Context: an optimization exercise on an open-source flow, tuned for small area, a short achievable clock period and few clock cycles. The choices shown serve that exercise and are no tape-out recipe. Function was checked by simulation only, so behaviour that the tests miss may differ from the original.

== job 612 ==
## rs_dec_kes
module rs_dec_kes (
    input  logic        clk,
    input  logic        rst_n,
    input  logic        start,
    input  logic [299:0] syndromes_in_flat,
    output logic        done,
    output logic [159:0] lambda_flat,
    output logic [159:0] omega_flat
);
    localparam logic [2:0] IDLE = 3'd0, ITER = 3'd1, OMG = 3'd2, VER = 3'd3,
                           SCL  = 3'd4, FIN  = 3'd5, RST = 3'd6;
    localparam logic [4:0] KMAX = 5'd22;
    logic [9:0] S [0:29];
    always_comb for (int n = 0; n < 30; n++) S[n] = syndromes_in_flat[10*n +: 10];
    logic [2:0] st;
    logic       om;            
    logic       sc;            
    logic       omx;           
    logic       nobet;         
    logic       fail;          
    logic [4:0] cnt;           
    logic [4:0] L;
    logic [4:0] kp1;           
    logic [4:0] ex;            
    logic [9:0] gam;
    logic [9:0] cpow;          
    logic [9:0] lam [0:15];
    logic [9:0] b   [0:14];    
    logic [9:0] w   [0:15];    
    logic [9:0] sg2, sg3;      
    logic [9:0] p [0:15];
    logic [9:0] delta;
    for (genvar i = 0; i < 16; i++) begin : g1
        gf_mul u (.a(lam[i]), .b(w[i]), .y(p[i]));
    end
    always_comb begin
        delta = 10'd0;
        for (int i = 0; i < 16; i++) delta = delta ^ p[i];
    end
    wire [9:0] gsel = omx ? (sc ? cpow : sg2) : gam;
    wire [9:0] dsel = omx ? (sc ? cpow : sg3) : delta;
    logic [9:0] t2 [0:15];
    logic [9:0] t3 [0:15];
    logic [9:0] lnx [0:15];
    for (genvar i = 0; i < 16; i++) begin : g2
        gf_mul u (.a(gsel), .b(lam[i]), .y(t2[i]));
    end
    assign t3[0] = 10'd0;
    for (genvar i = 1; i < 16; i++) begin : g3
        wire [9:0] bs = om ? lam[i-1] : b[i-1];
        gf_mul u (.a(bs), .b(dsel), .y(t3[i]));
    end
    always_comb for (int i = 0; i < 16; i++) lnx[i] = t2[i] ^ t3[i];
    function automatic logic [9:0] gsq(input logic [9:0] a);
  ...
==> flow/config.mk <==
export PLATFORM = sky130hd
export DESIGN_NAME = rs_dec_kes
export DESIGN_NICKNAME = rs_dec_kes
export VERILOG_FILES = /design/flow/design.v
export SDC_FILE = /design/flow/constraint.sdc
export NUM_CORES = 8
export LEC_CHECK = 0
export CAP_MARGIN = 20
export CORE_MARGIN = 2
export CORE_UTILIZATION = 50
export SETUP_SLACK_MARGIN = 3.0
export SLEW_MARGIN = 20
==> flow/constraint.sdc <==
create_clock -name core_clock -period 9.0 [get_ports {clk}]
set_input_delay 1.8000 -clock core_clock [delete_from_list [all_inputs] [get_ports {clk}]]
set_output_delay 1.8000 -clock core_clock [all_outputs]
set_load 0.01 [all_outputs]
standard.sh (not shown) runs the stock make flow with config.mk's settings and CLKGATE_MAP_FILE= SYNTH_SCRIPT=/design/flow/synth_recipe.tcl, a recipe that flattens the netlist after the stock synthesis.
==> flow/flow/run.sh <==
#!/bin/bash
# The standard layout (the standard.sh, unchanged synthesis and steps),
# with the port buffers inserted by buffer_ports made of
# sky130_fd_sc_hd__buf_2 instead of the default cell.
set -euo pipefail
export BUFFER_PORTS_ARGS="-buffer_cell sky130_fd_sc_hd__buf_2"
bash standard.sh "BUFFER_PORTS_ARGS=-buffer_cell sky130_fd_sc_hd__buf_2" finish > standard_flow.log 2>&1
Testbench counts of job 612, summed over its fixed seeds: cycles 76,522.
--- input diff job 612..job 6265 ---
# job 612
export LEC_CHECK = 0
export CAP_MARGIN = 20
export CORE_MARGIN = 2
export CORE_UTILIZATION = 50
export SETUP_SLACK_MARGIN = 3.0
export SLEW_MARGIN = 20
create_clock -name core_clock -period 9.0 [get_ports {clk}]
# job 6265
export LEC_CHECK = 0
export CAP_MARGIN = 20
export CORE_MARGIN = 2
export CORE_UTILIZATION = 45
export SETUP_SLACK_MARGIN = 3.0
export SLEW_MARGIN = 20
create_clock -name core_clock -period 9.0 [get_ports {clk}]
==> flow/run.sh (new file) <==
#!/bin/bash
# synth_recipe.tcl (not shown) runs the flow's synth.tcl, then flattens the netlist and writes it again
# the make line also repeats each setting of config.mk as NAME=value (left out here)
make -C /OpenROAD-flow-scripts/flow DESIGN_CONFIG=/design/flow/config.mk WORK_HOME=/design/flow/orfs CLKGATE_MAP_FILE= SYNTH_SCRIPT=/design/flow/synth_recipe.tcl finish
removed: flow/flow/run.sh
removed: flow/standard.sh
## What came out
- Compared with job 612, non-clock buffer count in job 6265 increased by a few percent.
- Compared to job 612, the routing of job 6265 uses more wire.
- On filler cell count, the lower figure sits with job 612, not job 6265.
- In job 6265 the post-route non-filler standard cell count turned out about 2% higher than in job 612.
- In terms of via count, job 6265 and job 612 differ only marginally.
Changes in job 6608 relative to job 6265:
==> flow/flow/run.sh (new file) <==
#!/bin/bash
# The standard layout (the standard.sh, unchanged synthesis and steps),
# with the port buffers inserted by buffer_ports made of
# sky130_fd_sc_hd__buf_2 instead of the default cell.
set -euo pipefail
export BUFFER_PORTS_ARGS="-buffer_cell sky130_fd_sc_hd__buf_2"
bash standard.sh "BUFFER_PORTS_ARGS=-buffer_cell sky130_fd_sc_hd__buf_2" finish > standard_flow.log 2>&1
==> flow/standard.sh (new file) <==
#!/bin/bash
# synth_recipe.tcl (not shown) runs the flow's synth.tcl, then flattens the netlist and writes it again
# the make line also repeats each setting of config.mk as NAME=value (left out here)
make -C /OpenROAD-flow-scripts/flow DESIGN_CONFIG=/design/flow/config.mk WORK_HOME=/design/flow/orfs CLKGATE_MAP_FILE= SYNTH_SCRIPT=/design/flow/synth_recipe.tcl "${@:-finish}"
removed: flow/run.sh
## What came out
- The higher post-layout instance count excluding filler cells of job 6265 and job 6608 is in job 6265.
- Relative to job 6265, met1 capacity usage during global routing has decreased by 1.7 points in job 6608.
- In terms of count of multi-input gates, job 6608 and job 6265 differ only marginally.
- Job 6608 against job 6265: number of stages on the worst setup path increased by 1 relative to the old numbers, area growth from synthesis to layout decreased by 3.4 points relative to the old numbers.
- Looking at end point of the critical path, the b[3][0] result is from job 6608; the b[13][5] one comes from job 6265.
- Going from job 6265 to job 6608, via count decreased by about 0.37% relative to the old numbers.

separate check: timing with driven ports:
No port has a modelled driver above. Below, the same layouts with a new extraction and two added sets of constraints. Step 1 sets driving cells, clkbuf_16 on the clock port and buf_2 on the other inputs (assumed; they add their load-dependent delay and slew). Step 2 moves the port delays by t, midway between the first and last clock arrival at a register: inputs arrive t later, outputs are due t later. That takes back most of the time a late clock gives input paths. Slacks: no drivers / after step 1 / after step 2; pairs: no drivers / after step 1.
run	t (ns)	setup WS [ns]	hold WS [ns]	worst data-port slew with drivers (ns)
job 612	0.877	2.767 / 2.767 / 2.382	0.531 / 0.531 / 0.531	0.18
job 6265	0.893	2.834 / 2.834 / 2.244	0.486 / 0.486 / 0.486	0.10
job 6608	0.894	2.698 / 2.698 / 2.211	0.502 / 0.502 / 0.502	0.10
After both steps every run listed still meets setup and hold. For job 6265, which loses most, drivers alone change the setup slack by 0.000 ns; drivers and shift together by -0.590 ns.
